This design comes from an exercise in tuning for small area on the open sky130 flow, not from production work. Function was checked by simulation only, so behaviour that the tests miss may differ from the original. Power is estimated from default activity; no workload was simulated.

==> flow/design.v <==
`timescale 1ns / 1ps
`timescale 1ns / 1ps
 `timescale 1ns / 1ps
module reset_req_s
 (
	input  wire		clk,
	input  wire		rst_n,
	input  wire		resetfull_req_n,	 
	input  wire		sreset_req_n,		 
	input  wire		cs_por_n,			 
	input  wire		cs_resetfull_n,		 
	input  wire		cs_reset_n,			 
	input  wire		cs_resetstat_n,		 
	output wire		resetfull_out_n,	 
	output wire		reset_out_n			 
 );
localparam	IDLE    = 4'd0;
localparam	RF_CHK  = 4'd1;
localparam	RF_AS0  = 4'd2;
localparam	RF_AS   = 4'd3;
localparam	RF_DLY  = 4'd4;
localparam	RF_REL0 = 4'd5;
localparam	RF_REL  = 4'd6;
localparam	SR_CHK  = 4'd9;
localparam	SR_AS0  = 4'd10;
localparam	SR_AS   = 4'd11;
localparam	SR_DLY  = 4'd12;
localparam	SR_REL0 = 4'd13;
localparam	SR_REL  = 4'd14;
reg		[3:0]	st;
reg		[14:0]	cnt;
wire	chk_done = ((cnt & 24'h9c4) == 24'h9c4);	 
wire	dly_done = ((cnt & 24'h61a8) == 24'h61a8);	 
wire	rel_done = ((cnt & 24'h64) == 24'h64);	 
wire	cs_run  = cs_por_n & cs_resetfull_n & cs_reset_n;
wire	cs_rel  = cs_run & cs_resetstat_n;
wire	cs_rfd  = cs_por_n & ~cs_resetfull_n & cs_reset_n & ~cs_resetstat_n;
wire	cs_srd  = cs_por_n & cs_resetfull_n & ~cs_reset_n & ~cs_resetstat_n;
wire	[2:0]	ph = st[2:0];
wire			asserted = (ph == 3'd3) | (ph == 3'd4) | (ph == 3'd5);	 
assign	resetfull_out_n = ~(asserted & ~st[3]);
assign	reset_out_n     = ~(asserted & st[3]);
reg				run;
reg				done;
always @(*) begin
	case (ph)
		3'd1:       begin run = cs_run; done = chk_done; end
		3'd4:       begin run = st[3] ? cs_srd : cs_rfd; done = dly_done; end
		3'd5, 3'd6: begin run = cs_rel; done = rel_done; end
		default:    begin run = 1'b0;   done = 1'b0;     end
	endcase
end
wire	cnt_hold = (st == SR_CHK) & ~resetfull_req_n;
wire	cnt_inc  = run & ~done & ~cnt_hold;
wire	step     = run & done & ~cnt_hold;
always @(posedge clk) begin
	if(~cnt_inc & ~cnt_hold)
		cnt <= 15'd0;
	else
		cnt <= cnt + {14'd0, cnt_inc};
end
wire			req_n = st[3] ? sreset_req_n : resetfull_req_n;
always @(posedge clk or negedge rst_n) begin
	if(~rst_n)
		st <= IDLE;
	else begin
		case (ph)
		3'd0: begin		 
			if(~resetfull_req_n)
				st <= RF_CHK;
			else if(~sreset_req_n)
				st <= SR_CHK;
			else
				st <= IDLE;
		end
		3'd1: begin		 
			if(st[3] & ~resetfull_req_n)
				st <= RF_CHK;
			else if(step)
				st <= {st[3], 3'd2};
		end
		3'd2, 3'd3:		 
			st <= {st[3], req_n ? 3'd4 : 3'd3};
		3'd4:			 
			if(step) st <= {st[3], 3'd5};
		3'd5, 3'd6:		 
			st <= step ? IDLE : {st[3], 3'd6};
		default:
			st <= IDLE;
		endcase
	end
end
endmodule
`timescale 1ns / 1ps
module ad9516_rom (
	input wire [6:0] r,
	input wire [4:0] b,
	output wire sa,
	output wire sb
);
function [23:0] ad_rom_a;
	input [6:0] r;
	begin
		case (r)
			7'd0: ad_rom_a = 24'h000099;
			7'd1: ad_rom_a = 24'h000100;
			7'd2: ad_rom_a = 24'h000200;
			7'd3: ad_rom_a = 24'h000341;
			7'd4: ad_rom_a = 24'h000400;
			7'd5: ad_rom_a = 24'h00107C;
			7'd6: ad_rom_a = 24'h00110A;
			7'd7: ad_rom_a = 24'h001200;
			7'd8: ad_rom_a = 24'h001300;
			7'd9: ad_rom_a = 24'h00140F;
			7'd10: ad_rom_a = 24'h001500;
			7'd11: ad_rom_a = 24'h001605;
			7'd12: ad_rom_a = 24'h001702;
			7'd13: ad_rom_a = 24'h001806;
			7'd14: ad_rom_a = 24'h001940;
			7'd15: ad_rom_a = 24'h001A00;
			7'd16: ad_rom_a = 24'h001BA0;
			7'd17: ad_rom_a = 24'h001C22;
			7'd18: ad_rom_a = 24'h001D08;
			7'd19: ad_rom_a = 24'h001E00;
			7'd20: ad_rom_a = 24'h001F00;
			7'd21: ad_rom_a = 24'h00A001;
			7'd22: ad_rom_a = 24'h00A100;
			7'd23: ad_rom_a = 24'h00A200;
			7'd24: ad_rom_a = 24'h00A301;
			7'd25: ad_rom_a = 24'h00A400;
			7'd26: ad_rom_a = 24'h00A500;
			7'd27: ad_rom_a = 24'h00A601;
			7'd28: ad_rom_a = 24'h00A700;
			7'd29: ad_rom_a = 24'h00A800;
			7'd30: ad_rom_a = 24'h00A901;
			7'd31: ad_rom_a = 24'h00AA00;
			7'd32: ad_rom_a = 24'h00AB00;
			7'd33: ad_rom_a = 24'h00F008;
			7'd34: ad_rom_a = 24'h00F108;
			7'd35: ad_rom_a = 24'h00F208;
			7'd36: ad_rom_a = 24'h00F308;
			7'd37: ad_rom_a = 24'h00F408;
			7'd38: ad_rom_a = 24'h00F508;
			7'd39: ad_rom_a = 24'h014002;
			7'd40: ad_rom_a = 24'h014102;
			7'd41: ad_rom_a = 24'h014202;
			7'd42: ad_rom_a = 24'h014302;
			7'd43: ad_rom_a = 24'h019022;
			7'd44: ad_rom_a = 24'h019100;
			7'd45: ad_rom_a = 24'h019200;
			7'd46: ad_rom_a = 24'h019311;
			7'd47: ad_rom_a = 24'h019400;
			7'd48: ad_rom_a = 24'h019500;
			7'd49: ad_rom_a = 24'h019611;
			7'd50: ad_rom_a = 24'h019700;
			7'd51: ad_rom_a = 24'h019800;
			7'd52: ad_rom_a = 24'h019911;
			7'd53: ad_rom_a = 24'h019A00;
			7'd54: ad_rom_a = 24'h019B00;
			7'd55: ad_rom_a = 24'h019C20;
			7'd56: ad_rom_a = 24'h019D00;
			7'd57: ad_rom_a = 24'h019E11;
			7'd58: ad_rom_a = 24'h019F00;
			7'd59: ad_rom_a = 24'h01A000;
			7'd60: ad_rom_a = 24'h01A120;
			7'd61: ad_rom_a = 24'h01A200;
			7'd62: ad_rom_a = 24'h01A300;
			7'd63: ad_rom_a = 24'h01E004;
			7'd64: ad_rom_a = 24'h01E102;
			7'd65: ad_rom_a = 24'h023000;
			7'd66: ad_rom_a = 24'h023100;
			7'd67: ad_rom_a = 24'h023201;
			7'd68: ad_rom_a = 24'h001807;
			7'd69: ad_rom_a = 24'h023201;
			default: ad_rom_a = 24'h000000;
		endcase
	end
endfunction
function [23:0] ad_rom_d;
	input [6:0] r;
	begin
		case (r)
			7'd8: ad_rom_d = 24'h00000A;
			7'd43: ad_rom_d = 24'h000033;
			7'd46: ad_rom_d = 24'h000003;
			7'd57: ad_rom_d = 24'h000003;
			7'd63: ad_rom_d = 24'h000006;
			default: ad_rom_d = 24'h000000;
		endcase
	end
endfunction
wire [23:0] wa = ad_rom_a(r);
wire [23:0] wd = ad_rom_d(r);
assign sa = wa[b];
assign sb = wa[b] ^ wd[b];
endmodule
`timescale 1ns / 1ps
module dsp_spi
 (
	input  wire			clk,			 
	input  wire			rst_n,
	input  wire			DSP_SSEL1,
	input  wire			DSP_SCK1,
	input  wire			DSP_MOSI1,
	output reg			DSP_MISO1,
	input  wire	[15:0]	gpio_i,			 
	input  wire			st_phy_int,		 
	input  wire	[4:0]	st_rst,			 
	input  wire	[2:0]	st_misc,		 
	output reg	[3:0]	led_reg,		 
	output reg			phy_reg,		 
	output reg	[3:0]	misc_reg		 
 );
reg			[1:0]	ssel_s;
reg			[2:0]	sck_s;
reg			[1:0]	mosi_s;
reg 		[4:0] 	spi_c;
reg					rw;
reg			[6:0]	addr;
reg			[3:0]	data_w;
reg			[2:0]	wr_cng;
reg			[7:0]	data_r_hold;
reg			[7:0]	pre_r;
wire				ssel     = ssel_s[1];
wire				sck_fall =  sck_s[2] & ~sck_s[1];
wire				sck_rise = ~sck_s[2] &  sck_s[1];
wire				mosi     = mosi_s[1];
wire				rdy          = (spi_c == 5'h8) & rw;
wire				wr_event_cng = spi_c[4] & ~rw;		 
wire				wr_event     = wr_cng[1] ^ wr_cng[2];
always @(posedge clk or negedge rst_n) begin
	if(~rst_n) begin
		ssel_s <= 2'b11;
		sck_s  <= 3'b000;
	end
	else begin
		ssel_s <= {ssel_s[0], DSP_SSEL1};
		sck_s  <= {sck_s[1:0], DSP_SCK1};
	end
end
always @(posedge clk) begin
	mosi_s <= {mosi_s[0], DSP_MOSI1};
	wr_cng <= {wr_cng[1:0], wr_event_cng};
end
always @(posedge clk) begin
	if(ssel)
		spi_c <= 5'h0;
	else if(sck_fall) begin
		spi_c <= spi_c[4] ? 5'h0 : spi_c + 1'b1;
		if(spi_c == 5'h0) begin
			rw     <= mosi;
			addr   <= 7'h0;
			data_w <= 4'h0;
		end
		else if(spi_c[4:3] == 2'b00)
			addr <= {addr[5:0], mosi};
		else if(~spi_c[4] & ~rw)
			data_w <= {data_w[2:0], mosi};
	end
end
always @(posedge clk or negedge rst_n) begin
	if(~rst_n) begin
		led_reg  <= 4'b0;
		phy_reg  <= 1'b1;
		misc_reg <= 4'b0011;
	end
	else if(wr_event) begin
		case(addr)
			7'h0: led_reg  <= data_w;
			7'h1: phy_reg  <= data_w[1];
			7'h7: misc_reg <= data_w;
			default: ;
		endcase
	end
end
wire		[2:0]	addr_nx = sck_fall ? {addr[1:0], mosi} : addr[2:0];
always @(posedge clk) begin
	case(addr_nx)
		3'd1: pre_r <= {gpio_i[7:1], st_phy_int};
		3'd3: pre_r <= gpio_i[15:8];
		3'd6: pre_r <= {gpio_i[7:5], st_rst};
		3'd7: pre_r <= {gpio_i[7], st_misc, gpio_i[3:0]};
		default: pre_r <= gpio_i[7:0];
	endcase
end
reg			[7:0]	data_r;
always @(*) begin
	if(addr[6:3] != 4'h0)
		data_r = 8'h0;
	else begin
		case(addr[2:0])
			3'd0: data_r = {4'h0, led_reg};
			3'd1: data_r = {6'h0, phy_reg, pre_r[0]};
			3'd4: data_r = 8'h2b;
			3'd5: data_r = 8'h08;
			3'd6: data_r = {3'h0, pre_r[4:0]};
			3'd7: data_r = {1'b0, pre_r[6:4], misc_reg};
			default: data_r = pre_r;
		endcase
	end
end
always @(posedge clk or negedge rst_n) begin
	if(~rst_n)
		data_r_hold <= 8'h0;
	else if(rdy)
		data_r_hold <= data_r;
end
always @(posedge clk or negedge rst_n) begin
	if(~rst_n)
		DSP_MISO1 <= 1'b0;
	else if(ssel)
		DSP_MISO1 <= 1'b0;
	else if(sck_rise) begin
		if(spi_c[4:3] == 2'b01) begin
			if(rw)
				DSP_MISO1 <= data_r_hold[~spi_c[2:0]];
		end
		else
			DSP_MISO1 <= 1'b0;
	end
end
endmodule
`timescale 1ns / 1ps
 `timescale 1ns / 1ps
module vpx_brd_ctrl_core
 (
	clk,   						 
	rst_n,						 
	vcc1p0_pgood_i,
	vcc3p3_fmc_pgood_i,
	vcc_vadj_fmc_pgood_i,
	vcc1p2_pgood_i,
	vcc1p8_fpga_pgood_i,
	vcc1p5_fpga_pgood_i,
	vcc0p75_fpga_pgood_i,
	vcc1p0_mgtavcc_pgood_i,
	vcc1p2_mgtavtt_pgood_i,
	vcc3p3_pgood_i,
	dspa_sspcs1_i,		  			 
	dspa_sspck_i,					 
	dspa_sspmiso_o,					 
	dspa_sspmosi_i,         		 
	dspb_sspcs1_i,		  			 
	dspb_sspck_i,					 
	dspb_sspmiso_o,					 
	dspb_sspmosi_i,         		 
	vcc2p5_pgood_i,			
	vcc1p8_dsp_pgood_i,     
	vcc1p5_dsp_pgood_i,	    
	vcc0p75_dsp_pgood_i,	
	sys_pgood_o,			
	vcc2p5_en_o,			
	vcc1p8_dsp_en_o,        
	vcc1p5_dsp_en_o,				
	vcc0p75_dsp_en_o,		
	dspa_gpio_i,					 
	dspa_gpio_o,					 
	dspa_gpio_en,					 
	dspb_gpio_i,					 
	dspb_gpio_o,					 
	dspb_gpio_en,					 
	full_reset_i,					 
	dspa_warm_reset_i,				 
	dspb_warm_reset_i,				 
	fpga_rst_i,						 
	fpga_rst_o,						 
	dspa_trgrstz_i, 				 
	dspb_trgrstz_i, 				 
	dspa_debug_led_o,				 
	dspb_debug_led_o,				 
	dspa_porz_o,					 
	dspa_resetfullz_o,				 
	dspa_resetz_o,					 
	dspa_lresetz_o,					 
	dspa_coresel_o,					 
	dspa_resetstat_n_i,				 
	dspa_nmiz_o,					 
	dspa_lresetnmienz_o,			 
	dspa_bootcomplete_i,             
	dspa_paclksel_o,				 
	dspa_hout_i,					 
	dspa_sysclkout_i,				 
	dspa_timi0_o,					 
	dspb_porz_o,					 
	dspb_resetfullz_o,				 
	dspb_resetz_o,					 
	dspb_lresetz_o,					 
	dspb_coresel_o,					 
	dspb_resetstat_n_i,				 
	dspb_nmiz_o,					 
	dspb_lresetnmienz_o,			 
	dspb_bootcomplete_i,             
	dspb_paclksel_o,				 
	dspb_hout_i,					 
	dspb_sysclkout_i,				 
	dspb_timi0_o,					 
	dspa_phy_int_n_i,				 
	dspa_phy_rst_n_o,				 
	dspb_phy_int_n_i,				 
	dspb_phy_rst_n_o,				 
	dspa_ucd9222_pg1_i,				 
	dspa_ucd9222_pg2_i,				 
	dspa_ucd9222_ena1_o,   			 
	dspa_ucd9222_ena2_o,			 
	dspa_pgucd9222_i,				 
	dspa_ucd9222_rst_n_o,			 
	dspb_ucd9222_pg1_i,				 
	dspb_ucd9222_pg2_i,				 
	dspb_ucd9222_ena1_o,   			 
	dspb_ucd9222_ena2_o,			 
	dspb_pgucd9222_i,				 
	dspb_ucd9222_rst_n_o,			 
	dspa_pca9306_en_o,				 
	dspb_pca9306_en_o,				 
	dspa_nand_wp_o,					 
	dspa_nor_wp_n_o,				 
	dspa_eeprom_wp_o,				 
	dspb_nand_wp_o,					 
	dspb_nor_wp_n_o,				 
	dspb_eeprom_wp_o,				 
    dspa_vid_oe_n_o, 
	dspb_vid_oe_n_o, 
	ad9516_1_clock_reset_o,
	ad9516_1_cs_o, 
	ad9516_1_pd_o,
	ad9516_1_refsel_o,
	ad9516_1_sclk_o,
	ad9516_1_sdi_o,
	ad9516_1_ld_i,
	ad9516_2_clock_reset_o,
	ad9516_2_cs_o, 
	ad9516_2_pd_o,
	ad9516_2_refsel_o,
	ad9516_2_sclk_o,
	ad9516_2_sdi_o,
	ad9516_2_ld_i,
	sp3an_debug_led_o,
	front_led_o,
	sw_fsel_o,
	sw_qfg_o,
	srio_rst_n_o,
	sw_spd_o,
	fmc1_pg_c2m_o,
	fmc2_pg_c2m_o,
	dspa_tsip0_fsa0_o,
	dspa_tsip0_clka0_o,
	dspb_tsip0_fsa0_o,
	dspb_tsip0_clka0_o
 );
input			clk;
input			rst_n;
input   		vcc1p0_pgood_i;
input   		vcc3p3_fmc_pgood_i;
input   		vcc_vadj_fmc_pgood_i;
input   		vcc1p2_pgood_i;
input   		vcc1p8_fpga_pgood_i;
input   		vcc1p5_fpga_pgood_i;
input   		vcc0p75_fpga_pgood_i;
input   		vcc1p0_mgtavcc_pgood_i;
input   		vcc1p2_mgtavtt_pgood_i;
input   		vcc3p3_pgood_i;
input			dspa_sspcs1_i;
input			dspa_sspck_i;
output			dspa_sspmiso_o;
input			dspa_sspmosi_i;
input			dspb_sspcs1_i;
input			dspb_sspck_i;
output			dspb_sspmiso_o;
input			dspb_sspmosi_i;
input			vcc2p5_pgood_i;
input			vcc1p8_dsp_pgood_i;
input			vcc1p5_dsp_pgood_i;
input			vcc0p75_dsp_pgood_i;
output			sys_pgood_o;
output			vcc2p5_en_o;
output			vcc1p8_dsp_en_o;
output			vcc1p5_dsp_en_o;
output			vcc0p75_dsp_en_o;
reg				vcc2p5_en_o;
reg				vcc1p8_dsp_en_o;
reg				vcc1p5_dsp_en_o;
reg				vcc0p75_dsp_en_o;
input	[15:0]	dspa_gpio_i;
output	[15:0]	dspa_gpio_o;
output			dspa_gpio_en;
reg   			dspa_gpio_en;
input	[15:0]	dspb_gpio_i;
output	[15:0]	dspb_gpio_o;
output			dspb_gpio_en;
reg   			dspb_gpio_en;
input			full_reset_i;
input			dspa_warm_reset_i;
input			dspb_warm_reset_i;
input			fpga_rst_i;
input       	dspa_trgrstz_i;
input       	dspb_trgrstz_i;
output			fpga_rst_o;
wire			full_reset_i_f;
wire			dspa_warm_reset_i_f;
wire			dspb_warm_reset_i_f;
wire			fpga_rst_i_f;
output	[3:0]	dspa_debug_led_o;
output	[3:0]	dspb_debug_led_o;
output			dspa_porz_o;
output			dspa_resetfullz_o;
output			dspa_resetz_o;
output			dspa_lresetz_o;
input			dspa_resetstat_n_i;
output			dspa_lresetnmienz_o;
output	[3:0]	dspa_coresel_o;
output			dspa_nmiz_o;
output			dspa_paclksel_o;
input			dspa_hout_i;
input			dspa_bootcomplete_i;
input			dspa_sysclkout_i;
output 			dspa_timi0_o; 
output			dspb_porz_o;
output			dspb_resetfullz_o;
output			dspb_resetz_o;
output			dspb_lresetz_o;
input			dspb_resetstat_n_i;
output			dspb_lresetnmienz_o;
output	[3:0]	dspb_coresel_o;
output			dspb_nmiz_o;
output			dspb_paclksel_o;
input			dspb_hout_i;
input			dspb_bootcomplete_i;
input			dspb_sysclkout_i;
output 			dspb_timi0_o; 
input			dspa_phy_int_n_i;
output			dspa_phy_rst_n_o;
input			dspb_phy_int_n_i;
output			dspb_phy_rst_n_o;
input			dspa_ucd9222_pg1_i;
input			dspa_ucd9222_pg2_i;
output			dspa_ucd9222_ena1_o;
output			dspa_ucd9222_ena2_o;
input			dspa_pgucd9222_i;
output			dspa_ucd9222_rst_n_o;
input			dspb_ucd9222_pg1_i;
input			dspb_ucd9222_pg2_i;
output			dspb_ucd9222_ena1_o;
output			dspb_ucd9222_ena2_o;
input			dspb_pgucd9222_i;
output			dspb_ucd9222_rst_n_o;
output			dspa_pca9306_en_o;
output			dspb_pca9306_en_o;
output			dspa_nand_wp_o;
output			dspa_nor_wp_n_o;
output			dspa_eeprom_wp_o;
output			dspb_nand_wp_o;
output			dspb_nor_wp_n_o;
output			dspb_eeprom_wp_o;
output 			dspa_vid_oe_n_o;
output 			dspb_vid_oe_n_o;
output			ad9516_1_clock_reset_o;
output			ad9516_1_cs_o;
output			ad9516_1_pd_o;
output			ad9516_1_refsel_o;
output			ad9516_1_sclk_o;
output			ad9516_1_sdi_o;
input			ad9516_1_ld_i;
output			ad9516_2_clock_reset_o;
output			ad9516_2_cs_o;
output			ad9516_2_pd_o;
output			ad9516_2_refsel_o;
output			ad9516_2_sclk_o;
output			ad9516_2_sdi_o;
input			ad9516_2_ld_i;
wire			ad9516_1_cfg_done;
wire			ad9516_2_cfg_done;
output	[7:0]	sp3an_debug_led_o;
output	[1:0]	front_led_o;
output	[1:0]	sw_fsel_o;
output	[7:0]	sw_qfg_o;
output			srio_rst_n_o;
output	[2:0]	sw_spd_o;
reg				srio_rst_n_o;
output			fmc1_pg_c2m_o;
output			fmc2_pg_c2m_o;
output			dspa_tsip0_fsa0_o;
output			dspa_tsip0_clka0_o;
output			dspb_tsip0_fsa0_o;
output			dspb_tsip0_clka0_o;
reg				ir_run;			 
reg				ir_rel;			 
reg				fpga_ireset_n;
reg		[11:0]	dcnt;
wire			dcnt_wrap = ((dcnt & 16'h9c4) == 16'h9c4);
wire			dcnt_lo0  = (dcnt[11:4] == 8'h0);
wire			dcnt_is2  = dcnt_lo0 & (dcnt[3:0] == 4'd2);
wire			dcnt_is3  = dcnt_lo0 & (dcnt[3:0] == 4'd3);
wire			dcnt_is10 = dcnt_lo0 & (dcnt[3:0] == 4'd10);
always @(posedge clk or negedge rst_n) begin
	if(~rst_n) begin
		ir_run <= 1'b0;
		ir_rel <= 1'b0;
		fpga_ireset_n <= 1'b0;
		dcnt <= 12'hfff;
	end
	else begin
		ir_run <= 1'b1;
		if(ir_run & dcnt_wrap)
			ir_rel <= 1'b1;
		if(ir_rel)
			fpga_ireset_n <= 1'b1;
		if(dcnt_wrap | (ir_rel & ~fpga_ireset_n))
			dcnt <= 12'h0;
		else
			dcnt <= dcnt + 1'b1;
	end
end
reg				dclk;
wire			sample_en = dcnt_wrap & ~dclk;
always @(posedge clk or negedge fpga_ireset_n) begin
	if(~fpga_ireset_n)
		dclk <= 1'b0;
	else if(dcnt_wrap)
		dclk <= ~dclk;
end
reg		[3:0]	smp_full, smp_wa, smp_wb, smp_frst;
always @(posedge clk or negedge fpga_ireset_n) begin
	if(~fpga_ireset_n) begin
		smp_full <= 4'hf;
		smp_wa   <= 4'hf;
		smp_wb   <= 4'hf;
		smp_frst <= 4'hf;
	end
	else if(sample_en) begin
		smp_full <= {smp_full[2:0], full_reset_i};
		smp_wa   <= {smp_wa[2:0],   dspa_warm_reset_i};
		smp_wb   <= {smp_wb[2:0],   dspb_warm_reset_i};
		smp_frst <= {smp_frst[2:0], fpga_rst_i};
	end
end
reg				resetfull_req_n;	 
reg				wra_f;				 
reg				wrb_f;				 
reg				frst_f;				 
reg				fpga_rst_o_r;		 
always @(posedge clk or negedge fpga_ireset_n) begin
	if(~fpga_ireset_n) begin
		resetfull_req_n <= 1'b1;
		wra_f <= 1'b1;
		wrb_f <= 1'b1;
		frst_f <= 1'b1;
		fpga_rst_o_r <= 1'b1;
	end
	else begin
		if(dcnt_is3)
			resetfull_req_n <= (&smp_full) | (resetfull_req_n & (|smp_full));
		if(dcnt_is2) begin
			wra_f  <= (&smp_wa)   | (wra_f  & (|smp_wa));
			wrb_f  <= (&smp_wb)   | (wrb_f  & (|smp_wb));
			frst_f <= (&smp_frst) | (frst_f & (|smp_frst));
		end
		if(dcnt_is3 & ~frst_f)
			fpga_rst_o_r <= 1'b0;
		else if(dcnt_is10 & frst_f)
			fpga_rst_o_r <= 1'b1;
	end
end
assign fpga_rst_o = fpga_rst_o_r;
reg				trga_s1, trga_s2, trgb_s1, trgb_s2;
reg				dspa_softreset_req_n, dspb_softreset_req_n;
reg		[1:0]	dspa_resetstat_nd, dspb_resetstat_nd;
always @(posedge clk) begin
	trga_s1 <= dspa_trgrstz_i | ~fpga_ireset_n;
	trga_s2 <= trga_s1;
	trgb_s1 <= dspb_trgrstz_i | ~fpga_ireset_n;
	trgb_s2 <= trgb_s1;
	dspa_softreset_req_n <= wra_f & trga_s2;
	dspb_softreset_req_n <= wrb_f & trgb_s2;
end
always @(posedge clk or negedge fpga_ireset_n) begin
	if(~fpga_ireset_n) begin
		dspa_resetstat_nd <= 2'b00;
		dspb_resetstat_nd <= 2'b00;
	end
	else begin
		dspa_resetstat_nd <= {dspa_resetstat_nd[0], dspa_resetstat_n_i};
		dspb_resetstat_nd <= {dspb_resetstat_nd[0], dspb_resetstat_n_i};
	end
end
reg				full_s1, frst_s1, wa_s1, wb_s1;
reg				phya_s1, phyb_s1;
reg				boota_s1, sysa_s1, houta_s1, bootb_s1, sysb_s1, houtb_s1;
always @(posedge clk) begin
	full_s1  <= full_reset_i;
	frst_s1  <= fpga_rst_i;
	wa_s1    <= dspa_warm_reset_i;
	wb_s1    <= dspb_warm_reset_i;
	phya_s1  <= dspa_phy_int_n_i;
	phyb_s1  <= dspb_phy_int_n_i;
	boota_s1 <= dspa_bootcomplete_i;
	sysa_s1  <= dspa_sysclkout_i;
	houta_s1 <= dspa_hout_i;
	bootb_s1 <= dspb_bootcomplete_i;
	sysb_s1  <= dspb_sysclkout_i;
	houtb_s1 <= dspb_hout_i;
end
reg				pgm_d0, pgm_d1;
reg				v2p5_d0, v2p5_d1, ucd_d0, ucd_d1, v1p8_d0, v1p8_d1;
reg				v1p5_d0, v1p5_d1, v075_d0, v075_d1;
reg				pg_ex_dsp, all_power;
always @(posedge clk) begin
	pgm_d0 <= vcc1p0_pgood_i & vcc3p3_fmc_pgood_i & vcc_vadj_fmc_pgood_i &
	          vcc1p2_pgood_i & vcc1p8_fpga_pgood_i & vcc1p5_fpga_pgood_i &
	          vcc0p75_fpga_pgood_i & vcc1p0_mgtavcc_pgood_i & vcc1p2_mgtavtt_pgood_i &
	          vcc3p3_pgood_i & fpga_ireset_n;
	pgm_d1 <= pgm_d0;
	pg_ex_dsp <= pgm_d1;
	ucd_d0 <= dspa_ucd9222_pg1_i & dspa_ucd9222_pg2_i & dspa_pgucd9222_i &
	          dspb_ucd9222_pg1_i & dspb_ucd9222_pg2_i & dspb_pgucd9222_i & fpga_ireset_n;
	ucd_d1 <= ucd_d0;
end
always @(posedge clk or negedge fpga_ireset_n) begin
	if(~fpga_ireset_n) begin
		v2p5_d0 <= 1'b0; v2p5_d1 <= 1'b0;
		v1p8_d0 <= 1'b0; v1p8_d1 <= 1'b0;
		v1p5_d0 <= 1'b0; v1p5_d1 <= 1'b0;
		v075_d0 <= 1'b0; v075_d1 <= 1'b0;
		all_power <= 1'b0;
	end
	else begin
		v2p5_d0 <= vcc2p5_pgood_i;       v2p5_d1 <= v2p5_d0;
		v1p8_d0 <= vcc1p8_dsp_pgood_i;   v1p8_d1 <= v1p8_d0;
		v1p5_d0 <= vcc1p5_dsp_pgood_i;   v1p5_d1 <= v1p5_d0;
		v075_d0 <= vcc0p75_dsp_pgood_i;  v075_d1 <= v075_d0;
		all_power <= pgm_d1 & v2p5_d1 & ucd_d1 & v1p8_d1 & v1p5_d1 & v075_d1;
	end
end
reg		[2:0]	ce_10m_cnt;
wire			clk_10mhz_ce = ce_10m_cnt[2];	 
always @(posedge clk) begin
	if(clk_10mhz_ce | ~fpga_ireset_n)
		ce_10m_cnt <= 3'd0;
	else
		ce_10m_cnt <= ce_10m_cnt + 1'b1;
end
reg		[17:0]	debug_led_lo;
reg		[7:0]	debug_led_hi;
always @(posedge clk) begin
	if(clk_10mhz_ce | ~fpga_ireset_n) begin
		if(all_power)
			debug_led_lo <= debug_led_lo + 1'b1;
		else
			debug_led_lo <= 18'b0;
	end
end
always @(posedge clk or negedge fpga_ireset_n) begin
	if(~fpga_ireset_n)
		debug_led_hi <= 8'b0;
	else if(clk_10mhz_ce) begin
		if(all_power)
			debug_led_hi <= debug_led_hi + {7'b0, &debug_led_lo};
		else
			debug_led_hi <= 8'b0;
	end
end
assign	sp3an_debug_led_o = debug_led_hi;
always @(posedge clk or negedge fpga_ireset_n) begin
	if(~fpga_ireset_n)
		srio_rst_n_o <= 1'b0;
	else
		srio_rst_n_o <= all_power;
end
assign 	sw_fsel_o	= 	2'b11;
assign	sw_spd_o	=	3'b101;
assign  sw_qfg_o	=   8'b0;
assign	fmc1_pg_c2m_o = all_power;
assign	fmc2_pg_c2m_o = all_power;
assign	sys_pgood_o   = all_power;
assign	front_led_o[1] = all_power;
reg		[1:0]	clk_div;
reg				tsip_clk;
reg		[6:0]	fs_cnt;
reg				tsip_fs;
wire			tsip_clk_rise = clk_div[1] & ~tsip_clk;
always @(posedge clk)
	clk_div <= (clk_div[1] | ~fpga_ireset_n) ? 2'd0 : clk_div + 1'b1;
always @(posedge clk or negedge fpga_ireset_n) begin
	if(~fpga_ireset_n) begin
		tsip_clk <= 1'b0;
		fs_cnt <= 7'd0;
		tsip_fs <= 1'b0;
	end
	else begin
		if(clk_div[1])
			tsip_clk <= ~tsip_clk;
		if(tsip_clk_rise) begin
			fs_cnt <= fs_cnt + 1'b1;
			tsip_fs <= &fs_cnt;
		end
	end
end
assign	dspa_tsip0_clka0_o = tsip_clk;
assign	dspb_tsip0_clka0_o = tsip_clk;
assign	dspa_tsip0_fsa0_o  = tsip_fs;
assign	dspb_tsip0_fsa0_o  = tsip_fs;
parameter 		SM_IDLE	  = 4'h0;
parameter 		SM_V2P5	  = 4'h1;
parameter 		SM_PMBS_1 = 4'h2;
parameter 		SM_PMBS_2 = 4'h3;
parameter 		SM_V1P8	  = 4'h4;
parameter 		SM_V1P5	  = 4'h5;
parameter 		SM_V075	  = 4'h6;
parameter 		SM_CLKG	  = 4'h7;
parameter 		SM_PORWR  = 4'h8;
parameter 		SM_WAIT	  = 4'h9;
parameter 		SM_PWOK	  = 4'ha;
parameter 		SM_POFF1  = 4'hb;
parameter 		SM_POFF2  = 4'hc;
parameter 		SM_FAIL	  = 4'hd;
reg		[3:0]	PW_SM;
reg		[15:0]	PW_c;
reg				ucd_ena;
reg				vid_oe_n;
reg				set_ad9516;
reg		[1:0]	ld_d;
wire			c_idle_done = ((PW_c & 24'hc350) == 24'hc350);
wire			c_done = ((PW_c & 24'h61a8) == 24'h61a8);
reg				sm_en, sm_ok;
reg		[3:0]	sm_next;
always @(*) begin
	sm_en = 1'b1;
	sm_ok = 1'b1;
	sm_next = PW_SM;
	case (PW_SM)
		SM_IDLE:   begin sm_en = pg_ex_dsp; sm_next = SM_V2P5;   end
		SM_V2P5:   begin sm_en = pg_ex_dsp; sm_ok = v2p5_d1;  sm_next = SM_PMBS_1; end
		SM_PMBS_1: begin sm_en = pg_ex_dsp; sm_next = SM_PMBS_2; end
		SM_PMBS_2: begin sm_en = pg_ex_dsp; sm_ok = ucd_d1;   sm_next = SM_V1P8;   end
		SM_V1P8:   begin sm_en = pg_ex_dsp; sm_ok = v1p8_d1;  sm_next = SM_V1P5;   end
		SM_V1P5:   begin sm_en = pg_ex_dsp; sm_ok = v1p5_d1;  sm_next = SM_V075;   end
		SM_V075:   begin sm_en = pg_ex_dsp; sm_ok = v075_d1;  sm_next = SM_CLKG;   end
		SM_CLKG:   begin sm_en = all_power; sm_ok = ld_d[1];  sm_next = SM_PORWR;  end
		SM_PORWR:  begin sm_en = all_power; sm_next = SM_WAIT;   end
		SM_WAIT:   begin sm_en = all_power; sm_ok = dspa_resetstat_nd[1]; sm_next = SM_PWOK; end
		SM_PWOK:   begin sm_en = all_power; sm_ok = 1'b0; end
		SM_POFF1:  begin sm_next = SM_POFF2; end
		default:   begin sm_ok = 1'b0; end		 
	endcase
end
wire			sm_done = (PW_SM == SM_IDLE) ? c_idle_done : c_done;
wire			sm_step = sm_en & sm_ok & sm_done;
wire			pw_inc  = sm_en & sm_ok & ~sm_done;
wire			pw_clr  = ~pw_inc & (sm_en | (PW_SM == SM_IDLE));
always @(posedge clk) begin
	if(pw_clr)
		PW_c <= 16'h0;
	else
		PW_c <= PW_c + {15'h0, pw_inc};
end
always @(posedge clk or negedge fpga_ireset_n) begin
	if(~fpga_ireset_n) begin
		PW_SM <= SM_IDLE;
		ucd_ena <= 1'b0;
		vcc1p5_dsp_en_o <= 1'b0;
		vcc1p8_dsp_en_o <= 1'b0;
		vcc0p75_dsp_en_o <= 1'b0;
		vcc2p5_en_o <= 1'b0;
		set_ad9516 <= 1'b0;
		vid_oe_n <= 1'b1;
	end
	else begin
		if(sm_step)
			PW_SM <= sm_next;
		else if(~sm_en)
			PW_SM <= (PW_SM == SM_IDLE) ? SM_IDLE : (PW_SM <= SM_V075) ? SM_FAIL : SM_POFF1;
		case (PW_SM)
			SM_V2P5:   if(sm_en) vcc2p5_en_o <= 1'b1;
			SM_PMBS_1: if(sm_en) ucd_ena <= 1'b1;
			SM_V1P8: begin
				if(sm_en) vcc1p8_dsp_en_o <= 1'b1;
				if(sm_step) set_ad9516 <= 1'b1;
			end
			SM_V1P5: begin
				if(sm_en) vcc1p5_dsp_en_o <= 1'b1;
				if(sm_step) vid_oe_n <= 1'b0;
			end
			SM_V075:   if(sm_en) vcc0p75_dsp_en_o <= 1'b1;
			SM_CLKG:   if(sm_step) set_ad9516 <= 1'b0;
			SM_POFF2, SM_FAIL: begin
				ucd_ena <= 1'b0;
				vcc1p5_dsp_en_o <= 1'b0;
				vcc1p8_dsp_en_o <= 1'b0;
				vcc0p75_dsp_en_o <= 1'b0;
				vcc2p5_en_o <= 1'b0;
				set_ad9516 <= 1'b0;
				vid_oe_n <= 1'b1;
			end
			default: ;
		endcase
	end
end
assign	dspa_ucd9222_ena1_o  = ucd_ena;
assign	dspa_ucd9222_ena2_o  = ucd_ena;
assign	dspb_ucd9222_ena1_o  = ucd_ena;
assign	dspb_ucd9222_ena2_o  = ucd_ena;
assign	dspa_ucd9222_rst_n_o = 1'b1;
assign	dspb_ucd9222_rst_n_o = 1'b1;
assign	dspa_vid_oe_n_o = vid_oe_n;
assign	dspb_vid_oe_n_o = vid_oe_n;
reg		[2:0]	ad_state;
reg		[6:0]	cnt_reg;
reg		[4:0]	cnt_bit;
reg				ad_sen;
reg				ad_sclk;
reg				ad_sdata_1, ad_sdata_2;
wire			rom_1, rom_2;
ad9516_rom Inst_ad9516_rom (.r(cnt_reg), .b(cnt_bit), .sa(rom_1), .sb(rom_2));
wire			ad_last_bit = (cnt_bit == 5'd0);
wire			ad_last_reg = cnt_reg[6] & cnt_reg[2] & cnt_reg[0];	 
always @(posedge clk or negedge fpga_ireset_n) begin
	if(~fpga_ireset_n)
		cnt_reg <= 7'd0;
	else if(~set_ad9516)
		cnt_reg <= 7'd0;
	else if(clk_10mhz_ce & (ad_state == 3'd5))
		cnt_reg <= ad_last_reg ? 7'd0 : cnt_reg + 1'b1;
end
always @(posedge clk) begin
	if(~set_ad9516) begin
		ad_state <= 3'd0;
		cnt_bit <= 5'd23;
	end
	else if(clk_10mhz_ce) begin
		case(ad_state)
			3'd0: ad_state <= 3'd1;		 
			3'd1: ad_state <= 3'd2;		 
			3'd2: ad_state <= 3'd3;		 
			3'd3: ad_state <= 3'd4;		 
			3'd4: begin					 
				if(ad_last_bit) begin
					ad_state <= 3'd5;
					cnt_bit <= 5'd23;
				end
				else begin
					ad_state <= 3'd1;
					cnt_bit <= cnt_bit - 1'b1;
				end
			end
			3'd5: begin					 
				ad_state <= ad_last_reg ? 3'd6 : 3'd1;
			end
			default: ;					 
		endcase
	end
end
always @(posedge clk or negedge fpga_ireset_n) begin
	if(~fpga_ireset_n) begin
		ad_sen <= 1'b1;
		ad_sdata_1 <= 1'b0;
		ad_sdata_2 <= 1'b0;
		ad_sclk <= 1'b0;
	end
	else if(~set_ad9516) begin
		ad_sen <= 1'b1;
		ad_sdata_1 <= 1'b0;
		ad_sdata_2 <= 1'b0;
		ad_sclk <= 1'b0;
	end
	else if(clk_10mhz_ce) begin
		case(ad_state)
			3'd1: ad_sclk <= 1'b0;		 
			3'd2: begin					 
				ad_sen <= 1'b0;
				ad_sdata_1 <= rom_1;
				ad_sdata_2 <= rom_2;
			end
			3'd3: ad_sclk <= 1'b1;		 
			3'd4: ad_sen <= ad_last_bit;	 
			3'd5: ad_sclk <= 1'b0;		 
			3'd6, 3'd7: begin			 
				ad_sdata_1 <= 1'b0;
				ad_sdata_2 <= 1'b0;
			end
			default: ;
		endcase
	end
end
assign	ad9516_1_clock_reset_o = 1'b1;
assign	ad9516_1_pd_o          = 1'b1;
assign	ad9516_1_refsel_o      = 1'b0;
assign	ad9516_1_cs_o          = ad_sen;
assign	ad9516_1_sclk_o        = ad_sclk;
assign	ad9516_1_sdi_o         = ad_sdata_1;
assign	ad9516_2_clock_reset_o = 1'b1;
assign	ad9516_2_pd_o          = 1'b1;
assign	ad9516_2_refsel_o      = 1'b0;
assign	ad9516_2_cs_o          = ad_sen;
assign	ad9516_2_sclk_o        = ad_sclk;
assign	ad9516_2_sdi_o         = ad_sdata_2;
reg		[1:0]	ld_run;
always @(posedge clk or negedge fpga_ireset_n) begin
	if(~fpga_ireset_n)
		ld_run <= 2'd0;
	else if(clk_10mhz_ce) begin
		if(ad9516_1_ld_i & ad9516_2_ld_i)
			ld_run <= ld_run + {1'b0, ~&ld_run};
		else
			ld_run <= 2'd0;
	end
end
always @(posedge clk)
	ld_d <= {ld_d[0], &ld_run};
assign	front_led_o[0] = &ld_run;
wire			dspa_resetfull_out_n, dspa_reset_out_n;
wire			dspb_resetfull_out_n, dspb_reset_out_n;
wire			sm_7_a = (PW_SM >= 4'h7 && PW_SM <= 4'ha);
wire			sm_7_b = (PW_SM >= 4'h7 && PW_SM <= 4'hb);
wire			sm_8_a = (PW_SM >= 4'h8 && PW_SM <= 4'ha);
wire			sm_9_b = (PW_SM >= 4'h9 && PW_SM <= 4'hb);
wire			sm_pwok = (PW_SM == SM_PWOK);
wire			power_fail_check = (PW_SM >= 4'hb && PW_SM <= 4'hd);
assign 	dspa_coresel_o = 4'h0;
assign 	dspb_coresel_o = 4'h0;
assign 	dspa_paclksel_o = 1'b1;
assign 	dspb_paclksel_o = 1'b1;
assign 	dspa_lresetnmienz_o = sm_7_a;
assign 	dspb_lresetnmienz_o = sm_7_a;
assign 	dspa_nmiz_o = sm_7_b;
assign 	dspb_nmiz_o = sm_7_b;
assign 	dspa_lresetz_o = sm_7_b;
assign 	dspb_lresetz_o = sm_7_b;
assign 	dspa_porz_o = sm_8_a;
assign 	dspb_porz_o = sm_8_a;
assign 	dspa_resetfullz_o = sm_9_b & dspa_resetfull_out_n;
assign 	dspb_resetfullz_o = sm_9_b & dspb_resetfull_out_n;
assign 	dspa_resetz_o = sm_7_b & dspa_reset_out_n;
assign 	dspb_resetz_o = sm_7_b & dspb_reset_out_n;
assign	dspa_gpio_o = 16'h0001;
assign	dspb_gpio_o = 16'h0001;
wire	[3:0]	dspa_led_reg, dspb_led_reg;
wire			dspa_phy_reg, dspb_phy_reg;
wire	[3:0]	dspa_misc_reg, dspb_misc_reg;
assign	dspa_debug_led_o = power_fail_check ? 4'h0 : dspa_led_reg;
assign	dspb_debug_led_o = power_fail_check ? 4'h0 : dspb_led_reg;
assign 	dspa_phy_rst_n_o = dspa_porz_o & dspa_resetfullz_o & dspa_phy_reg;
assign 	dspb_phy_rst_n_o = dspb_porz_o & dspb_resetfullz_o & dspb_phy_reg;
wire			dspa_wp_on = sm_pwok & dspa_resetstat_n_i & ~dspa_gpio_en;
wire			dspb_wp_on = sm_pwok & dspb_resetstat_n_i & ~dspb_gpio_en;
assign 	dspa_nand_wp_o   = dspa_wp_on & dspa_misc_reg[0];
assign 	dspb_nand_wp_o   = dspb_wp_on & dspb_misc_reg[0];
assign 	dspa_nor_wp_n_o  = dspa_wp_on & dspa_misc_reg[1];
assign 	dspb_nor_wp_n_o  = dspb_wp_on & dspb_misc_reg[1];
assign 	dspa_eeprom_wp_o = ~dspa_wp_on | dspa_misc_reg[2];
assign 	dspb_eeprom_wp_o = ~dspb_wp_on | dspb_misc_reg[2];
assign 	dspa_pca9306_en_o = sm_pwok & dspa_misc_reg[3];
assign 	dspb_pca9306_en_o = sm_pwok & dspb_misc_reg[3];
reset_req_s Inst_reset_req_ctrl_a
 (
    .clk				(	clk						),
    .rst_n				(	fpga_ireset_n			),
    .resetfull_req_n	(	resetfull_req_n			),
    .sreset_req_n		(	dspa_softreset_req_n	),
    .cs_por_n			(	dspa_porz_o				),
    .cs_resetfull_n		(	dspa_resetfullz_o		),
    .cs_reset_n			(	dspa_resetz_o			),
    .cs_resetstat_n		(	dspa_resetstat_nd[1]	),
    .resetfull_out_n	(	dspa_resetfull_out_n	),
    .reset_out_n		(	dspa_reset_out_n		)
 );
reset_req_s Inst_reset_req_ctrl_b
 (
    .clk				(	clk						),
    .rst_n				(	fpga_ireset_n			),
    .resetfull_req_n	(	resetfull_req_n			),
    .sreset_req_n		(	dspb_softreset_req_n	),
    .cs_por_n			(	dspb_porz_o				),
    .cs_resetfull_n		(	dspb_resetfullz_o		),
    .cs_reset_n			(	dspb_resetz_o			),
    .cs_resetstat_n		(	dspb_resetstat_nd[1]	),
    .resetfull_out_n	(	dspb_resetfull_out_n	),
    .reset_out_n		(	dspb_reset_out_n		)
 );
reg				half_clk;
reg		[3:0]	dspa_gpio_dly, dspb_gpio_dly;
always @(posedge clk or negedge fpga_ireset_n) begin
	if(~fpga_ireset_n)
		half_clk <= 1'b0;
	else
		half_clk <= ~half_clk;
end
wire			dspa_gpio_clr = ~dspa_resetstat_nd[1] & (~dspa_porz_o | ~dspa_resetfullz_o | dspa_gpio_en);
wire			dspa_gpio_done = ((dspa_gpio_dly & 16'h0a) == 16'h0a);
always @(posedge clk or negedge fpga_ireset_n) begin
	if(~fpga_ireset_n)
		dspa_gpio_en <= 1'b1;
	else
		dspa_gpio_en <= dspa_gpio_clr | ~dspa_gpio_done;
end
always @(posedge clk) begin
	if(dspa_gpio_clr)
		dspa_gpio_dly <= 4'h0;
	else if(~dspa_gpio_done)
		dspa_gpio_dly <= dspa_gpio_dly + 1'b1;
end
wire			dspb_gpio_clr = ~dspb_resetstat_nd[1] & (~dspb_porz_o | ~dspb_resetfullz_o | dspb_gpio_en);
wire			dspb_gpio_done = ((dspb_gpio_dly & 16'h0a) == 16'h0a);
always @(posedge clk or negedge fpga_ireset_n) begin
	if(~fpga_ireset_n)
		dspb_gpio_en <= 1'b1;
	else
		dspb_gpio_en <= dspb_gpio_clr | ~dspb_gpio_done;
end
always @(posedge clk) begin
	if(dspb_gpio_clr)
		dspb_gpio_dly <= 4'h0;
	else if(~dspb_gpio_done)
		dspb_gpio_dly <= dspb_gpio_dly + 1'b1;
end
assign	dspa_timi0_o = ~dspa_gpio_en & ~half_clk;
assign	dspb_timi0_o = ~dspb_gpio_en & ~half_clk;
dsp_spi Inst_dspa_spi
 (
    .clk			(	clk					),
    .rst_n			(	fpga_ireset_n		),
    .DSP_SSEL1		(	dspa_sspcs1_i		),
    .DSP_SCK1		(	dspa_sspck_i		),
    .DSP_MOSI1		(	dspa_sspmosi_i		),
    .DSP_MISO1		(	dspa_sspmiso_o		),
    .gpio_i			(	dspa_gpio_i			),
    .st_phy_int		(	phya_s1				),
    .st_rst			(	{trga_s1, dspa_resetstat_n_i, frst_s1, wa_s1, full_s1}	),
    .st_misc		(	{boota_s1, sysa_s1, houta_s1}	),
    .led_reg		(	dspa_led_reg		),
    .phy_reg		(	dspa_phy_reg		),
    .misc_reg		(	dspa_misc_reg		)
 );
dsp_spi Inst_dspb_spi
 (
    .clk			(	clk					),
    .rst_n			(	fpga_ireset_n		),
    .DSP_SSEL1		(	dspb_sspcs1_i		),
    .DSP_SCK1		(	dspb_sspck_i		),
    .DSP_MOSI1		(	dspb_sspmosi_i		),
    .DSP_MISO1		(	dspb_sspmiso_o		),
    .gpio_i			(	dspb_gpio_i			),
    .st_phy_int		(	phyb_s1				),
    .st_rst			(	{trgb_s1, dspb_resetstat_n_i, frst_s1, wb_s1, full_s1}	),
    .st_misc		(	{bootb_s1, sysb_s1, houtb_s1}	),
    .led_reg		(	dspb_led_reg		),
    .phy_reg		(	dspb_phy_reg		),
    .misc_reg		(	dspb_misc_reg		)
 );
endmodule
==> flow/flow/run.sh <==
#!/bin/bash
# Layout flow: the standard ORFS flow (standard.sh), with these changes:
#  - after the standard synthesis, the logic between the registers is
#    re-mapped by ABC for area (flow/remap.tcl, flow/remap.abc); registers keep
#    their names and cell types, and the new netlist is proven equal to the
#    standard one (flow/equiv.tcl) before it is used (else the standard
#    netlist is kept);
#  - input and output ports are buffered with sky130_fd_sc_hd__buf_1;
#  - clock tree synthesis uses the arguments in flow/cts_args.txt.
# Each tool's output goes to its own log in the work folder (ORFS also writes
# each step's log under orfs/logs/).
set -euo pipefail
cts_args="$(tr '\n' ' ' < flow/cts_args.txt)"
knobs=("BUFFER_PORTS_ARGS=-buffer_cell sky130_fd_sc_hd__buf_1" "CTS_ARGS=${cts_args}" "SKIP_REPAIR_TIE_FANOUT=1")
res=orfs/results/${FLOW_PLATFORM}/vpx_brd_ctrl_core/base
bash standard.sh "${knobs[@]}" synth > make_synth.log 2>&1

YOSYS=yosys
[[ -x "${FLOW_HOME}/../tools/install/yosys/bin/yosys" ]] && YOSYS="${FLOW_HOME}/../tools/install/yosys/bin/yosys"
export REMAP_LIB="${FLOW_HOME}/platforms/${FLOW_PLATFORM}/lib/sky130_fd_sc_hd__tt_025C_1v80.lib"
export REMAP_IN="$PWD/1_2_yosys_standard.v"
export REMAP_OUT="$PWD/1_2_yosys_remap.v"
export REMAP_DONT_USE="$PWD/flow/dont_use.txt"
export REMAP_ABC="$PWD/flow/remap.abc"
cp "$res/1_2_yosys.v" "$REMAP_IN"
if "$YOSYS" -c flow/remap.tcl > yosys_remap.log 2>&1 && \
   "$YOSYS" -c flow/equiv.tcl > yosys_equiv.log 2>&1; then
  cp "$REMAP_OUT" "$res/1_2_yosys.v"
  echo "re-mapped netlist used" > remap_result.txt
else
  echo "re-map failed or not proven: standard netlist kept" > remap_result.txt
fi
bash standard.sh "${knobs[@]}" do-1_synth > make_synth_odb.log 2>&1
bash standard.sh "${knobs[@]}" finish > make_finish.log 2>&1
==> flow/flow/cts_args.txt <==
-sink_clustering_enable
-repair_clock_nets
-buf_list sky130_fd_sc_hd__clkbuf_16
-sink_clustering_size 30
-sink_clustering_max_diameter 100
-dont_use_dummy_load
==> flow/flow/dont_use.txt <==
sky130_fd_sc_hd__lpflow_bleeder_1
sky130_fd_sc_hd__lpflow_clkbufkapwr_1
sky130_fd_sc_hd__lpflow_clkbufkapwr_16
sky130_fd_sc_hd__lpflow_clkbufkapwr_2
sky130_fd_sc_hd__lpflow_clkbufkapwr_4
sky130_fd_sc_hd__lpflow_clkbufkapwr_8
sky130_fd_sc_hd__lpflow_clkinvkapwr_1
sky130_fd_sc_hd__lpflow_clkinvkapwr_16
sky130_fd_sc_hd__lpflow_clkinvkapwr_2
sky130_fd_sc_hd__lpflow_clkinvkapwr_4
sky130_fd_sc_hd__lpflow_clkinvkapwr_8
sky130_fd_sc_hd__lpflow_decapkapwr_12
sky130_fd_sc_hd__lpflow_decapkapwr_3
sky130_fd_sc_hd__lpflow_decapkapwr_4
sky130_fd_sc_hd__lpflow_decapkapwr_6
sky130_fd_sc_hd__lpflow_decapkapwr_8
sky130_fd_sc_hd__lpflow_inputiso0n_1
sky130_fd_sc_hd__lpflow_inputiso0p_1
sky130_fd_sc_hd__lpflow_inputiso1n_1
sky130_fd_sc_hd__lpflow_inputiso1p_1
sky130_fd_sc_hd__lpflow_inputisolatch_1
sky130_fd_sc_hd__lpflow_isobufsrc_1
sky130_fd_sc_hd__lpflow_isobufsrc_16
sky130_fd_sc_hd__lpflow_isobufsrc_2
sky130_fd_sc_hd__lpflow_isobufsrc_4
sky130_fd_sc_hd__lpflow_isobufsrc_8
sky130_fd_sc_hd__lpflow_isobufsrckapwr_16
sky130_fd_sc_hd__lpflow_lsbuf_lh_hl_isowell_tap_1
sky130_fd_sc_hd__lpflow_lsbuf_lh_hl_isowell_tap_2
sky130_fd_sc_hd__lpflow_lsbuf_lh_hl_isowell_tap_4
sky130_fd_sc_hd__lpflow_lsbuf_lh_isowell_4
sky130_fd_sc_hd__lpflow_lsbuf_lh_isowell_tap_1
sky130_fd_sc_hd__lpflow_lsbuf_lh_isowell_tap_2
sky130_fd_sc_hd__lpflow_lsbuf_lh_isowell_tap_4
sky130_fd_sc_hd__probe_p_8
sky130_fd_sc_hd__probec_p_8
==> flow/flow/equiv.tcl <==
# Prove the re-mapped netlist equal to the standard one, register by register.
yosys -import
read_liberty -ignore_miss_func $::env(REMAP_LIB)
read_verilog $::env(REMAP_IN)
yosys rename vpx_brd_ctrl_core gold
read_verilog $::env(REMAP_OUT)
yosys rename vpx_brd_ctrl_core gate
hierarchy -check
flatten
opt_clean
async2sync
equiv_make gold gate eq
hierarchy -top eq
equiv_simple -seq 2
equiv_induct
equiv_status -assert
==> flow/flow/remap.abc <==
strash
dc2
&get -n
&deepsyn -T 90
&dch -f
&nf -R 1000
&put
topo
stime -p
==> flow/flow/remap.tcl <==
# Re-map the combinational logic of the standard synthesis netlist for area.
# Registers (and tie cells) are kept as they are, with their names and cell
# types; only the logic between them is re-mapped by ABC.
# Environment: REMAP_LIB (liberty), REMAP_IN, REMAP_OUT (netlists),
# REMAP_DONT_USE (file with one don't-use cell per line), REMAP_ABC (script).
yosys -import
set lib $::env(REMAP_LIB)
set du {}
foreach c [split [string trim [read [open $::env(REMAP_DONT_USE)]]] "\n"] { lappend du -dont_use $c }
read_liberty -ignore_miss_func $lib
read_verilog $::env(REMAP_IN)
hierarchy -top vpx_brd_ctrl_core
blackbox sky130_fd_sc_hd__*df* sky130_fd_sc_hd__dl* sky130_fd_sc_hd__conb*
flatten
opt_clean
abc -script $::env(REMAP_ABC) -liberty $lib {*}$du
opt_clean -purge
hilomap -singleton -hicell sky130_fd_sc_hd__conb_1 HI -locell sky130_fd_sc_hd__conb_1 LO
insbuf -buf sky130_fd_sc_hd__buf_4 A X
splitnets
opt_clean -purge
tee -o remap_stat.txt stat -liberty $lib
write_verilog -noattr -nohex -nodec $::env(REMAP_OUT)
# read the result back against the cell library alone and check it
design -reset
read_liberty -lib $lib
read_verilog $::env(REMAP_OUT)
hierarchy -top vpx_brd_ctrl_core
check -assert -mapped
==> flow/standard.sh <==
#!/bin/bash
# synth_recipe.tcl (not shown) runs the flow's synth.tcl, then flattens the netlist and writes it again
# the make line also repeats each setting of config.mk as NAME=value (left out here)
make -C /OpenROAD-flow-scripts/flow DESIGN_CONFIG=/design/flow/config.mk WORK_HOME=/design/flow/orfs CLKGATE_MAP_FILE= SYNTH_SCRIPT=/design/flow/synth_recipe.tcl "${@:-finish}"
==> flow/config.mk <==
export PLATFORM = sky130hd
export DESIGN_NAME = vpx_brd_ctrl_core
export DESIGN_NICKNAME = vpx_brd_ctrl_core
export VERILOG_FILES = /design/flow/design.v
export SDC_FILE = /design/flow/constraint.sdc
export NUM_CORES = 4
export LEC_CHECK = 0
export CAP_MARGIN = 20
export CORE_MARGIN = 2
export CORE_UTILIZATION = 40
export SLEW_MARGIN = 20
==> flow/constraint.sdc <==
create_clock -name core_clock -period 20.0 [get_ports {clk}]
set_input_delay 4.0000 -clock core_clock [delete_from_list [all_inputs] [get_ports {clk}]]
set_output_delay 4.0000 -clock core_clock [all_outputs]
set_load 0.01 [all_outputs]
==> run summary <==
==> area by class of cell <==
| type | instances | share of cell area (%) |
|---|---|---|
| Sequential cell | 319 | 51.2 |
| Timing Repair Buffer | 154 | 4.06 |
| Antenna cell | 2 | 0.0337 |
| Clock buffer | 15 | 2.52 |
| Tap cell | 455 | 3.83 |
| Multi-Input combinational cell | 954 | 37.5 |
| Inverter | 33 | 0.833 |
==> report_power, final <==
| group | internal (uW) | switching, uW |
|---|---|---|
| sequential | 663 | 6.95 |
| combinational | 11.0 | 19.7 |
| clock | 136 | 192 |
| total | 810 | 218 |
==> stage by stage <==
stage	std cells	hold slack (ns)	power, uW
global placement	1914	0.311	714
global route	1930	0.343	1070
detailed placement	1914	0.312	714
CTS	1929	0.338	1040
finish	1932	0.335	1030
floorplan	1391	0.310	709
==> how the worst max path moves through the flow <==
stage | depth (start not counted) | slack [ns] | from | end
after floorplan | 2 | 11.61 | dspa_resetstat_n_i | dspa_eeprom_wp_o
after global placement | 5 | 11.17 | dspa_resetstat_n_i | dspa_nor_wp_n_o
after detailed placement | 5 | 11.18 | dspa_resetstat_n_i | dspa_nor_wp_n_o
after CTS | 5 | 11.17 | dspa_resetstat_n_i | dspa_nor_wp_n_o
after global routing | 5 | 11.09 | dspa_resetstat_n_i | dspa_nor_wp_n_o
final | 5 | 11.15 | dspa_resetstat_n_i | dspa_nand_wp_o
==> routing by layer <==
metal | global-route usage (%) | vias to the layer above | routed length, um
li1 | - | 5111 | -
met1 | 24.0 | 5023 | 14700
met2 | 26.9 | 242 | 14100
met3 | 2.23 | 36 | 1270
met4 | 3.52 | 0 | 493
met5 | 0 | - | 0
==> placed cells by master, fill, tap and decap left out, types with 6 or more instances in the layout <==
master and count:
nand2_1 119, mux2_1 36, a31oi_1 17, or2_0 8, nand4_1 11, a21oi_1 110
xnor2_1 27, o21a_1 11, dfstp_2 47, xor2_1 6, edfxtp_1 42, and2_0 44
o22ai_1 14, nand3_1 25, buf_1 148, and3_1 42, nor2_1 149, dfxtp_1 128
nor3b_1 9, clkbuf_16 15, dfrtp_1 101, or3_1 10, nor2b_1 24, o21ai_0 74
nor3_1 64, or4_1 6, nand2b_1 18, clkinv_1 33, a22oi_1 8, nor4_1 10
a32o_1 10, and4_1 6, a22o_1 9
==> results.sh <==
export IMPL_wire_per_inst_um=15.9
export IMPL_layout_setup_ws_ns=11.15
export IMPL_reg2reg_depth=18
export IMPL_die_area_um2=36400
export IMPL_io_pins=212
export IMPL_drive_gt1_share_pct=5.02
export IMPL_clock_latency_ns=0.51
export IMPL_worstSetupEndpointType="primary output"
export IMPL_max_stage_delay_ns=0.22
export IMPL_hold_depth=0
export IMPL_peakVddDrop_uv=58.8
export IMPL_start_util_pct=40.5
export IMPL_rows=68
export IMPL_slowest_stage="nor2_1"
export IMPL_io_buffers=148
export IMPL_placement_setup_worst_slack_ns=11.18
export IMPL_antenna_found_initial=1
export IMPL_routed_wirelength_um=30600
export IMPL_arrival_ns=4.85
export IMPL_rsz0062_at_grt="false"
export IMPL_h_tree_depth=1
export IMPL_p_leak_uw=0.00575
export IMPL_path_max_fanout=3
export IMPL_fin_crit_ns=8.85
export IMPL_hold_viol=0
export IMPL_avgSynthCellArea_um2=10.0
export IMPL_path_class="in2out"
export IMPL_drt_iter0_drc=605
export IMPL_grt_pass1_vias=9712
export IMPL_largestRegisters="debug_led_lo: 18 flops, PW_c: 16 flops"
export IMPL_holdPathEnd="ld_d[1]"
export IMPL_die_x_um=191
export IMPL_fillCellCount=3308
export IMPL_numCtsBuffers=15
export IMPL_setup_violations_final=0
export IMPL_largest_reg_flops=18
export IMPL_place_gp_congestion=0.873
export IMPL_nets=1555
export IMPL_clk_pin_slew_ns=0.11
export IMPL_path_delay_family="simple AND/OR/NAND/NOR gates"
export IMPL_area_sequential_um2=7610
export IMPL_rrSetupSlack_ns=15.11
export IMPL_hold_buffers=0
export IMPL_design_area_um2=14900
export IMPL_setup_tns_ns=0
export IMPL_yosysWarningCount=4
export IMPL_post_cts_buffers=0
export IMPL_maxCapViolCount=0
export IMPL_worst_pin_slew_ns=0.981
export IMPL_die_y_um=191
export IMPL_core_um2=34500
export IMPL_vias_per_cell=5.39
export IMPL_grt_pass1_wl_um=49900
export IMPL_hold_class="reg2reg"
export IMPL_synthCells=1391
export IMPL_dp_hpwl_um=22300
export IMPL_clock_sinks=319
export IMPL_regMostFlops="debug_led_lo"
export IMPL_grt_ovfl_total=0
export IMPL_cts_tree="built"
export IMPL_cts_resized=0
export IMPL_worstPathRequired_ns=16.00
export IMPL_status="no timing/DRC/antenna violations"
export IMPL_synth_area_um2=13900
export IMPL_rr_startpoint="PW_SM[2]"
export IMPL_worstHoldStart="ld_d[0]"
export IMPL_cpMostUsedCell="buf_1"
export IMPL_drc=0
export IMPL_area_delta_synth_final_pct=6.63
export IMPL_reg2reg_to="PW_c[14]"
export IMPL_multi_input_area_um2=5580
export IMPL_clockRootBuffer="clkbuf_16"
export IMPL_fin_crit_sh_pct=44.2
export IMPL_first_pass_iters=5
export IMPL_num_vias=10400
export IMPL_track_usage_pct=16.7
export IMPL_finalClockSkew_ns=0.0448
export IMPL_antenna_left=0
export IMPL_place_area_um2=14500
export IMPL_crit_buf_inv=2
export IMPL_clock_fmax_mhz=113
export IMPL_fin_util_pct=43.2
export IMPL_grt_start_max_net_pins=84
export IMPL_worst_setup_path_start_kind="input pin"
export IMPL_clock_path_buffers=3
export IMPL_slew_headroom_pct=34.6
export IMPL_synth_nets=1469
export IMPL_drv_slew=0
export IMPL_p_per_area_nw_per_um2=69.1
export IMPL_path_cells="buf_1 -> nand2_1 -> nor2_1 -> and2_0 -> buf_1"

what the ideal ports hide:
The flow's constraints put no driver on any port. The routed layout listed below was extracted and timed again, unchanged, in two steps. Step 1 assumes that a clkbuf_16 drives the clock port and a buf_2 every other input. Step 2 times the ports against the registers' clock, not the clock port: input delays grow and output delays shrink by t, the midpoint of the rising clock arrivals with the driver on. a / b / c = ideal ports / drivers / drivers and shift; a / b = the first two.
t (ns): 0.534
setup WS [ns]: 11.154 / 11.130 / 11.130
clock arrival spread, ns: 0.047 / 0.047
After both steps this run still meets setup and hold. The setup slack of this run moves by -0.024 ns with the drivers and by -0.024 ns with both steps.
